Context: an optimization exercise on an open-source flow, tuned for small area, a short achievable clock period and few clock cycles per item. The choices shown serve that exercise and are no tape-out recipe.
The RTL was checked by simulation tests, not by an equivalence proof against the original design.
No activity file was given, so power comes from the tool's default toggle rates.

## flow/design.v (module list and top-level ports; edited modules follow where they fit)
// module fir: 650 lines
module fir (
    input  wire        ap_clk,
    input  wire        ap_rst,
    input  wire        ap_start,
    output wire        ap_done,
    output wire        ap_idle,
    output wire        ap_ready,
    output wire [31:0] y,
    output wire        y_ap_vld,
    output wire [3:0]  c_address0,
    output wire        c_ce0,
    input  wire [31:0] c_q0,
    input  wire [31:0] x
);
  // ...
==> flow/flow/run.sh <==
#!/bin/bash
# Standard ORFS layout, with two changes:
#  1. after the standard synthesis, flow/polarity.py re-chooses the polarity of the full adders
#     and XOR gates to drop inverters (same function, same registers);
#  2. ports are buffered with buf_2 instead of the flow's default buffer.
set -euo pipefail
W=$(pwd)
R=$W/orfs/results/$FLOW_PLATFORM/fir/base
bash standard.sh "$R/1_2_yosys.v" > synth.log 2>&1
cp "$R/1_2_yosys.v" "$W/1_2_yosys_standard.v"
python3 flow/polarity.py "$W/1_2_yosys_standard.v" "$R/1_2_yosys.v" > polarity.log 2>&1
export BUFFER_PORTS_ARGS="-buffer_cell sky130_fd_sc_hd__buf_2"
bash standard.sh > layout.log 2>&1
==> flow/flow/polarity.py <==
#!/usr/bin/env python3
"""Re-choose the polarity of full adders and XOR gates in a mapped sky130 netlist so that
fewer inverters are needed.  A full adder is self-dual (inverting all three inputs inverts
both outputs) and an XOR/XNOR gate absorbs an inversion on any pin by swapping xor2<->xnor2,
so inverters next to them can often be removed.  The function of the netlist is unchanged.

usage: polarity.py IN.v OUT.v
"""
import re, sys, collections

src = open(sys.argv[1]).read()

# --- parse the single flat module ------------------------------------------------------
inst_re = re.compile(r'^\s*(sky130_fd_sc_hd__\w+)\s+(\S+)\s*\((.*?)\);\s*$', re.S | re.M)
pin_re = re.compile(r'\.(\w+)\(\s*([^()]*?)\s*\)')
OUTS = {'X', 'Y', 'Q', 'Q_N', 'SUM', 'COUT', 'HI', 'LO'}

insts = []
for m in inst_re.finditer(src):
    typ, name, body = m.group(1), m.group(2), m.group(3)
    pins = [(p, n) for p, n in pin_re.findall(body)]
    insts.append({'type': typ, 'name': name, 'pins': pins, 'span': m.span()})

def base(t):
    return re.sub(r'^sky130_fd_sc_hd__', '', t)

def kind(t):
    b = base(t)
    if re.match(r'(clk)?inv_\d+$', b): return 'inv'
    if re.match(r'fa_\d+$', b): return 'fa'
    if re.match(r'xor2_\d+$', b): return 'xor'
    if re.match(r'xnor2_\d+$', b): return 'xnor'
    return 'other'

driver = {}
loads = collections.defaultdict(list)   # net -> [(inst idx, pin)]
for i, c in enumerate(insts):
    c['kind'] = kind(c['type'])
    for p, n in c['pins']:
        if p in OUTS:
            driver[n] = (i, p)
        else:
            loads[n].append((i, p))

port_nets = set()
for m in re.finditer(r'^\s*(input|output|inout)\s+(\[[^\]]*\]\s*)?([^;]+);', src, re.M):
    for n in m.group(3).split(','):
        port_nets.add(n.strip())
def is_port(n):
    b = re.sub(r'\[\d+\]$', '', n.strip())
    return n in port_nets or b in port_nets

# --- logical signals: collapse inverters that touch an FA or XOR ---------------------------
# an inverter is collapsible when its input net is not a port and its output net is not a port
# and the output feeds only cells (no port)
def flexible(i):
    return insts[i]['kind'] in ('fa', 'xor', 'xnor')

coll = set()
for i, c in enumerate(insts):
    if c['kind'] != 'inv':
        continue
    a = dict(c['pins'])['A']; y = dict(c['pins'])['Y']
    if is_port(a) or is_port(y) or a not in driver:
        continue
    d = driver[a][0]
    touches = flexible(d) or any(flexible(j) for j, _ in loads[y])
    if touches and all(insts[j]['kind'] != 'inv' for j, _ in loads[y]):
        coll.add(i)

# root(net) -> (root net, parity)
inv_of = {}
for i in coll:
    pd = dict(insts[i]['pins']); inv_of[pd['Y']] = pd['A']
def root(n):
    par = 0
    while n in inv_of:
        n = inv_of[n]; par ^= 1
    return n, par

# signal = root net; consumers: (inst, pin, extra parity)
sig_cons = collections.defaultdict(list)
for i, c in enumerate(insts):
    if i in coll:
        continue
    for p, n in c['pins']:
        if p in OUTS:
            continue
        r, par = root(n)
        sig_cons[r].append((i, p, par))

# variables: FA flip f[i]; XOR output flip q[i]
var = {i: 0 for i, c in enumerate(insts) if c['kind'] in ('fa', 'xor', 'xnor') and i not in coll}

def drv_pol(sig):
    if sig in driver:
        i, p = driver[sig]
        if i in var:
            return var[i]
    return 0

def req(i, par):
    """polarity (relative to the signal) that consumer i needs on a pin fed with parity par"""
    k = insts[i]['kind']
    if k == 'fa':
        return var[i] ^ par
    if k in ('xor', 'xnor'):
        return None            # takes either
    return par

def sig_cost(sig):
    d = drv_pol(sig)
    need_other = False
    for i, p, par in sig_cons.get(sig, []):
        r = req(i, par)
        if r is not None and r != d:
            need_other = True
    # a port driven with the wrong polarity also needs an inverter
    return 1 if need_other else 0

# signals touched by each variable
touch = collections.defaultdict(set)
for i in var:
    for p, n in insts[i]['pins']:
        if p in OUTS:
            touch[i].add(n)
        elif insts[i]['kind'] == 'fa':
            touch[i].add(root(n)[0])
fixed_out = set()
for n in driver:
    if is_port(n):
        fixed_out.add(n)

def can_flip(i):
    for p, n in insts[i]['pins']:
        if p in OUTS and (is_port(n) or n in fixed_out):
            return False
    return True

before = sum(sig_cost(s) for s in set(sig_cons) | set(driver))
improved = True
rounds = 0
while improved and rounds < 50:
    improved = False; rounds += 1
    for i in var:
        if not can_flip(i):
            continue
        sigs = touch[i]
        c0 = sum(sig_cost(s) for s in sigs)
        var[i] ^= 1
        c1 = sum(sig_cost(s) for s in sigs)
        if c1 < c0:
            improved = True
        else:
            var[i] ^= 1
after = sum(sig_cost(s) for s in set(sig_cons) | set(driver))

# --- rewrite ------------------------------------------------------------------------------
# physical net of signal s with polarity d = drv_pol(s) is the root net itself (driver output).
# the opposite polarity is a new inverter output net.
inv_net = {}
new_cells = []
cnt = [0]
def other(sig):
    if sig not in inv_net:
        cnt[0] += 1
        nn = f'_pol{cnt[0]}_'
        inv_net[sig] = nn
        sp = ' ' if sig.startswith(chr(92)) else ''
        new_cells.append(f'  sky130_fd_sc_hd__inv_1 _polinv{cnt[0]}_ (\n    .A({sig}{sp}),\n    .Y({nn})\n  );\n')
    return inv_net[sig]

new_type = {}
new_pins = {}
for i, c in enumerate(insts):
    if i in coll:
        continue
    k = c['kind']
    pins = []
    parity = 0
    for p, n in c['pins']:
        if p in OUTS:
            pins.append((p, n)); continue
        sig, par = root(n)
        d = drv_pol(sig)
        r = req(i, par)
        if r is None:          # XOR consumer: take the driver's polarity
            r = d
            parity ^= d ^ par  # received value = wanted ^ (d ^ par)
        pins.append((p, sig if r == d else other(sig)))
    new_pins[i] = pins
    if k in ('xor', 'xnor'):
        inv = parity ^ var[i] ^ (1 if k == 'xnor' else 0)
        t = c['type']
        size = re.search(r'_(\d+)$', t).group(1)
        new_type[i] = f'sky130_fd_sc_hd__{"xnor2" if inv else "xor2"}_{size}'
        outp = 'Y' if inv else 'X'     # xnor2 drives Y, xor2 drives X
        new_pins[i] = [((outp if p in OUTS else p), n) for p, n in new_pins[i]]

# nets that lost their driver (collapsed inverter outputs) are simply left unused
out = []
last = 0
for i, c in enumerate(insts):
    s, e = c['span']
    out.append(src[last:s])
    last = e
    if i in coll:
        continue
    t = new_type.get(i, c['type'])
    body = ',\n'.join(f'    .{p}({n}{" " if n.startswith(chr(92)) else ""})' for p, n in new_pins[i])
    out.append(f'  {t} {c["name"]} (\n{body}\n  );')
tail = src[last:]
em = tail.rfind('endmodule')
out.append(tail[:em])
# declare new nets
decl = ''.join(f'  wire {inv_net[s]};\n' for s in inv_net)
out.append(decl + ''.join(new_cells) + tail[em:])
txt = ''.join(out)
open(sys.argv[2], 'w').write(txt)
ninv_before = sum(1 for c in insts if c['kind'] == 'inv')
sys.stderr.write(f'polarity: {len(coll)} inverters collapsed, {len(new_cells)} added '
                 f'(cost {before} -> {after}), {ninv_before} inverters before\n')
==> flow/standard.sh <==
#!/bin/bash
# synth_recipe.tcl (not shown) runs the flow's synth.tcl, then flattens the netlist and writes it again
# the make line also repeats each setting of config.mk as NAME=value (left out here)
make -C /OpenROAD-flow-scripts/flow DESIGN_CONFIG=/design/flow/config.mk WORK_HOME=/design/flow/orfs CLKGATE_MAP_FILE= SYNTH_SCRIPT=/design/flow/synth_recipe.tcl "${@:-finish}"
==> flow/config.mk <==
export PLATFORM = sky130hd
export DESIGN_NAME = fir
export DESIGN_NICKNAME = fir
export VERILOG_FILES = /design/flow/design.v
export SDC_FILE = /design/flow/constraint.sdc
export NUM_CORES = 4
export LEC_CHECK = 0
export CAP_MARGIN = 5
export CORE_MARGIN = 2
export CORE_UTILIZATION = 70
export CTS_BUF_LIST = sky130_fd_sc_hd__clkbuf_8
export CTS_CLUSTER_DIAMETER = 60
export CTS_CLUSTER_SIZE = 16
export PLACE_DENSITY = 0.78
export SETUP_SLACK_MARGIN = 4.87
export SLEW_MARGIN = 5
export TNS_END_PERCENT = 30
==> flow/constraint.sdc <==
create_clock -name core_clock -period 8.5 [get_ports {ap_clk}]
set_input_delay 1.7000 -clock core_clock [delete_from_list [all_inputs] [get_ports {ap_clk}]]
set_output_delay 1.7000 -clock core_clock [all_outputs]
set_load 0.01 [all_outputs]
==> flow_summary.yaml, run 1 <==
global_route:
  grt_max_degree: 62
  grt_antenna_before_repair: 3
  grt_use_total: 0.338
  overflow: 0
  met1_usage: 0.440
  use_met2: 0.538
  grt_pass1_vias: 17300
setup_path:
  path_class: "register to register"
  endpoint_kind: "register"
  cp_cell_sequence: "buf_4, a22oi_1, xnor2_1, fa_1, fa_1, fa_2, fa_1, fa_1, inv_1"
  path_buf_inv: 2
  slowest_stage: "fa_1"
  r2r_slack_ps: 4780
cells_and_area:
  diodes: 2
  clock_area_frac: 0.0256
  sh_seq_area: 0.368
  n_all_buffers: 167
  n_all_inverters: 159
  fillers: 2344
  area_dominant_class: "multi-input combinational cells"
  largest_register_ff_count: 320
  layout_common_cells: "dfxtp_1, a22oi_1, fa_1"
timing:
  fmax_mhz: 269
  fin_crit_sh: 0.438
  min_period_ps: 3720
  timing.hold.ws_ps: 293
cts:
  cts_tree: "built"
  max-clock-path-buffers: 3
  clkTransAtPathRegs_ps: 100
placement:
  pre_cts_ws_ps: 4370
  io_buffer_count: 107
  hpwl_um: 43000
  place.gp.congestion: 0.892
pwr:
  leakage_uw: 0.0103
  p_comb_uw: 853
  irDropWorstVdd_v: 0.000263
detailed_routing:
  drc: 0
  route.met2.wl_um: 28600
hold_path:
  min_to: "ring[7][1]$_DFF_P_"
run_status:
  status: "finished clean"
synthesis:
  netlist_instances: 2189
  syn_area_sq_um: 25000
floorplan:
  initial_core_util: 0.706
  tap_cells: 461
  ios: 108
Testbench counts, summed over its fixed seeds: cycles 24,000, items 1,600.
==> inputs of run 2 (changes only) <==
--- a/flow/config.mk
+++ b/flow/config.mk
@@ -14,3 +14,3 @@
 export PLACE_DENSITY = 0.78
-export SETUP_SLACK_MARGIN = 4.87
+export SETUP_SLACK_MARGIN = 4.8
 export SLEW_MARGIN = 5
==> run 2 against run 1 <==
Net effect:
- still clean on timing, DRC and antenna
- register-to-register slack better by 40 ps
- global-route usage decreased by 0.74 points
- via count decreased by 2.1%
- non-clock buffer count down 23
- fmax grew 1.0%
- highest routed layer is now met4
==> flow_summary.yaml, run 2 <==
synthesis:
  syn_avg_cell_area_sq_um: 11.4
  syn_area_sq_um: 25000
  netlist_instances: 2189
  yosysWarnings: 2
  synth_fp_nets: 2585
run_status:
  status: "finished clean"
cts:
  cts_tree: "built"
  htreeDepth: 2
  clkTransAtPathRegs_ps: 100
  worstSkewPairLatency_ps: 630
  clkSinkCount: 495
  max-clock-path-buffers: 3
  numCtsBuffers: 40
  cts-root-buf: "clkbuf_8"
global_route:
  grt_use_total: 0.330
  grt_max_degree: 62
  grt_antenna_before_repair: 1
  grt_pass1_vias: 17100
  grt_pass1_wl_um: 93600
  overflow: 0
timing:
  final-setup-viol-count: 0
  fin_ws_ps: 4820
  finalHoldViolCount: 0
  slew_viol_final: 0
  tightest_slew_ps: 670
  min_period_ps: 3680
  fin_crit_sh: 0.433
  rsz0062_at_grt: "true"
  setup_tns_ps: 0
  skew_ps: 30.9
  maxSlewHeadroom: 0.553
  fmax_mhz: 272
pwr:
  irDropWorstVdd_v: 0.000221
  leakage_uw: 0.0102
  p_per_area_nw_per_um2: 172
  power_uw: 4620
detailed_routing:
  vias: 16200
  vias_per_cell: 6.03
  drtAntennaViolNets: 0
  drc: 0
  totalWireLength_um: 59300
  wl_per_cell_um: 22.0
  first_iter_violations: 1653
  first_pass_iters: 6
floorplan:
  die_h_um: 193
  placeableCoreArea_sq_um: 35400
  die_width_um: 193
  ios: 108
  row_count: 69
  die_area_sq_um: 37200
  initial_core_util: 0.706
setup_path:
  endpoint_kind: "register"
  max_stage_delay_ps: 520
  slowest_stage: "fa_1"
  cp-start-kind: "register"
  crit_fanout: 39
  path_class: "register to register"
  timing.critical_path.mode_cell: "fa_1"
  critPathArrivalTime_ps: 4200
  worstPathRequired_ps: 9020
  cp_cell_sequence: "buf_12, nand2b_1, fa_2, fa_1, inv_1, fa_1, fa_2, fa_1, fa_1"
placement:
  pre_cts_ws_ps: 4300
  hpwl_um: 41900
  place.gp.congestion: 0.908
  io_buffer_count: 107
job:
  maxCapViolations: 0
hold_path:
  hold_path.class: "register to register"
cells_and_area:
  drive_gt1_frac: 0.139
  layout_common_cells: "dfxtp_1, a22oi_1, fa_1"
  fillers: 2426
  fin_nets: 2616
  top_register: "ring"
  area_growth_pct: 7.29
  largest_register_ff_count: 320
  final_common_cell: "dfxtp_1"
[run 2: area by class of cell]
type | count | area [sq um] | share of cell area
Clock inverter | 11 | 154 | 0.00574
Multi-Input combinational cell | 1380 | 14000 | 0.522
Timing Repair inverter | 2 | 15.0 | 0.000560
Sequential cell | 495 | 9990 | 0.372
Timing Repair Buffer | 144 | 905 | 0.0337
Inverter | 157 | 604 | 0.0225
Clock buffer | 41 | 564 | 0.0210
Antenna cell | 1 | 2.50 | 0.0000933
Tap cell | 461 | 577 | 0.0215
[run 2: path summary, 6_finish.rpt]
check	startpoint	endpoint	slack (ps)	depth (start not counted)
min reg2reg	ring[7][0]$_DFF_P_	ring[6][0]$_DFF_P_	310	0
max	clr$_SDFF_PP0_	acc_e[27]$_DFF_P_	4820	9
max reg2reg	clr$_SDFF_PP0_	acc_e[27]$_DFF_P_	4820	9
min	ring[7][0]$_DFF_P_	ring[6][0]$_DFF_P_	310	0
[run 2: what timing repair did]
| action | CTS | global route |
|---|---|---|
| hold buffers | 0 | 0 |
| buffers inserted | 8 | 0 |
| cloned | 3 | 0 |
| endpoints found under the setup margin | 48 | 34 |
| pin swaps | 3 | 12 |
| resized for setup | 65 | 30 |
[run 2: metrics by stage]
step | std cells | cell area (sq um) | hold WS (ps) | util
6_report | 2692 | 26800 | 312 | 0.758
4_1_cts | 2691 | 26700 | 312 | 0.755
3_5_place_dp | 2628 | 25700 | 312 | 0.727
2_1_floorplan | 2189 | 25000 | 310 | -
3_3_place_gp | 2628 | 25700 | 310 | 0.727
5_1_grt | 2692 | 26800 | 326 | 0.758
[run 2: critical path: cells and delay by family (launching register included)]
family	cells	cell delay [ps]
flip-flops	1	380
AND/OR/NAND/NOR	1	190
buffers and inverters	2	220
adder cells (fa/ha/maj)	6	2740
[run 2: routing by layer]
metal / global-route usage / part of all wire / wire (um)
met5: 0 / 0 / 0
met4: 0.159 / 0.048 / 2870
met3: 0.0525 / 0.072 / 4300
met2: 0.539 / 0.47 / 28000
met1: 0.436 / 0.41 / 24100
[run 2: power breakdown]
part           internal (uW)  total (uW)  leakage, uW  switching [uW]
logic                    354         830      0.00578             477
clock network            520        1270     0.000361             753
registers               2430        2520      0.00406            92.1
total                   3300        4620       0.0102            1320
==> inputs of run 3 (changes only) <==
--- a/flow/config.mk
+++ b/flow/config.mk
@@ -11,4 +11,4 @@
 export CTS_BUF_LIST = sky130_fd_sc_hd__clkbuf_8
-export CTS_CLUSTER_DIAMETER = 60
-export CTS_CLUSTER_SIZE = 16
+export CTS_CLUSTER_DIAMETER = 70
+export CTS_CLUSTER_SIZE = 22
 export PLACE_DENSITY = 0.78
==> run 3 against run 2 <==
Net effect:
- cell area decreased by 0.14%
- largest cell class unchanged
- critical endpoint is now ap_idle
- via count decreased by 0.13%
- sequential share of layout area increased by 0.064 points
- clock skew increased by 14 ps
==> flow_summary.yaml, run 3 <==
job:
  maxCapViolations: 0
timing:
  fmax_mhz: 273
  finalHoldViolCount: 0
  min_period_ps: 3660
  fin_crit_sh: 0.431
  skew_ps: 45.1
  setup_tns_ps: 0
  tightest_slew_ps: 660
  rsz0062_at_grt: "true"
  slew_viol_final: 0
  fin_ws_ps: 4840
  maxSlewHeadroom: 0.560
  final-setup-viol-count: 0
cells_and_area:
  largest_register_ff_count: 320
  area_growth_pct: 7.15
  final_common_cell: "dfxtp_1"
  fin_nets: 2612
  fillers: 2416
  layout_common_cells: "dfxtp_1, a22oi_1, fa_1"
  fin_area_sq_um: 26800
  drive_gt1_frac: 0.139
  top_register: "ring"
hold_path:
  hold_path.startpoint: "ring[1][10]$_DFF_P_"
  whs_path_depth: 0
  hold_path.class: "register to register"
floorplan:
  die_width_um: 193
  die_h_um: 193
  initial_core_util: 0.706
  die_area_sq_um: 37200
  placeableCoreArea_sq_um: 35400
  ios: 108
  row_count: 69
setup_path:
  endpoint_kind: "output port"
  crit_fanout: 3
  ff2ff_path_depth: 9
  critPathArrivalTime_ps: 1960
  path_class: "primary input to output port"
  worstPathRequired_ps: 6800
  cp-start-kind: "primary input"
  critPathLaunch: "ap_start"
  r2r-start: "clr$_SDFF_PP0_"
synthesis:
  netlist_instances: 2189
  syn_avg_cell_area_sq_um: 11.4
  synth_fp_nets: 2585
  syn_area_sq_um: 25000
  yosysWarnings: 2
cts:
  worstSkewPairLatency_ps: 610
  clkTransAtPathRegs_ps: 120
  numCtsBuffers: 34
  clkSinkCount: 495
  max-clock-path-buffers: 3
  cts-root-buf: "clkbuf_8"
  htreeDepth: 2
  cts_tree: "built"
global_route:
  grt_pass1_wl_um: 93700
  grt_pass1_vias: 17100
  grt_max_degree: 62
  overflow: 0
  grt_antenna_before_repair: 1
  grt_use_total: 0.330
detailed_routing:
  drc: 0
  totalWireLength_um: 59200
  first_pass_iters: 9
  vias_per_cell: 6.02
  first_iter_violations: 1472
  wl_per_cell_um: 22.0
  vias: 16200
  drtAntennaViolNets: 0
placement:
  placed_cell_area_sq_um: 25700
  io_buffer_count: 107
  pre_cts_ws_ps: 4300
  hpwl_um: 41900
  place.gp.congestion: 0.908
pwr:
  irDropWorstVdd_v: 0.000259
  p_per_area_nw_per_um2: 170
  leakage_uw: 0.0102
run_status:
  status: "finished clean"
==> run 3: timing repair <==
action	CTS	global route
endpoints found under the hold margin	0	0
cloned	3	0
hold buffers	0	0
gates resized for setup	62	34
pin swaps	3	9
setup endpoints to repair	49	26
buffers inserted	9	1
==> run 3: layer usage <==
metal  wire length [um]  share of wire  global-route usage  up-vias
met3               4290          0.072              0.0541      207
met4               3220          0.054               0.163        0
met2              27600           0.47               0.532      747
li1                   -              -                   -     7253
met5                  0              0                   0        -
met1              24100           0.41               0.439     8004
==> run 3: where the power goes <==
part	switching [uW]	total, uW	internal [uW]
sequential	90.7	2520	2430
clock	771	1220	446
combinational	473	827	354
==> run 3: cell type report <==
class / count / area [sq um] / area share
antenna: 1 / 2.50 / 0.0000934
clock buffer: 35 / 482 / 0.0180
inverter: 157 / 604 / 0.0226
timing repair buffer: 146 / 918 / 0.0343
tap: 461 / 577 / 0.0215
multi-input combinational: 1380 / 14000 / 0.523
timing repair inverter: 2 / 15.0 / 0.000561
clock inverter: 14 / 178 / 0.00663
sequential: 495 / 9990 / 0.373
==> run 3: metrics by stage <==
stage	utilization	hold slack, ps	cells	power (uW)
2_1_floorplan	-	310	2189	3130
3_3_place_gp	0.727	310	2628	3340
3_5_place_dp	0.727	312	2628	3370
4_1_cts	0.753	327	2689	4580
5_1_grt	0.757	327	2691	4790
6_report	0.757	309	2691	4560
==> run 3: path summary, 6_finish.rpt <==
| kind | to | slack, ps |
|---|---|---|
| max | ap_idle | 4840 |
| min | ring[0][10]$_DFF_P_ | 310 |
| max reg2reg | acc_e[27]$_DFF_P_ | 4840 |
| min reg2reg | ring[0][10]$_DFF_P_ | 310 |
==> run 3: critical path: stages <==
cell	delay, ps
buf_2	110
inv_1	40
buf_2	110

-- afterwards: timing with drivers on the ports --
No port has a modelled driver above. Below, the same layouts with a new extraction and two added sets of constraints. Step 1 sets driving cells, clkbuf_16 on the clock port and buf_2 on the other inputs (assumed; they add their load-dependent delay and slew). Step 2 adds t to the input delays and takes it off the output delays; t is the mean of the earliest and latest rising clock arrival at the registers after step 1. Input paths then give back, and output paths get back, about the clock's delay inside the block. Three values: ideal, step 1, step 2; two values: the first two.
run | t, ns | slack for setup (ns) | worst setup path at the end | slew at the worst register clock pin (ns) | worst slew at a driven data input, ns
run 1 | 0.674 | 4.781 / 4.781 / 4.781 | register to register | 0.10 / 0.10 | 0.08
run 2 | 0.662 | 4.819 / 4.817 / 4.817 | input to output | 0.10 / 0.10 | 0.06
run 3 | 0.639 | 4.837 / 4.818 / 4.818 | input to output | 0.12 / 0.12 | 0.07
After both steps setup and hold are still met in every run listed. The setup slack of run 3, which loses most, moves by -0.019 ns with the drivers and by -0.019 ns with both steps.
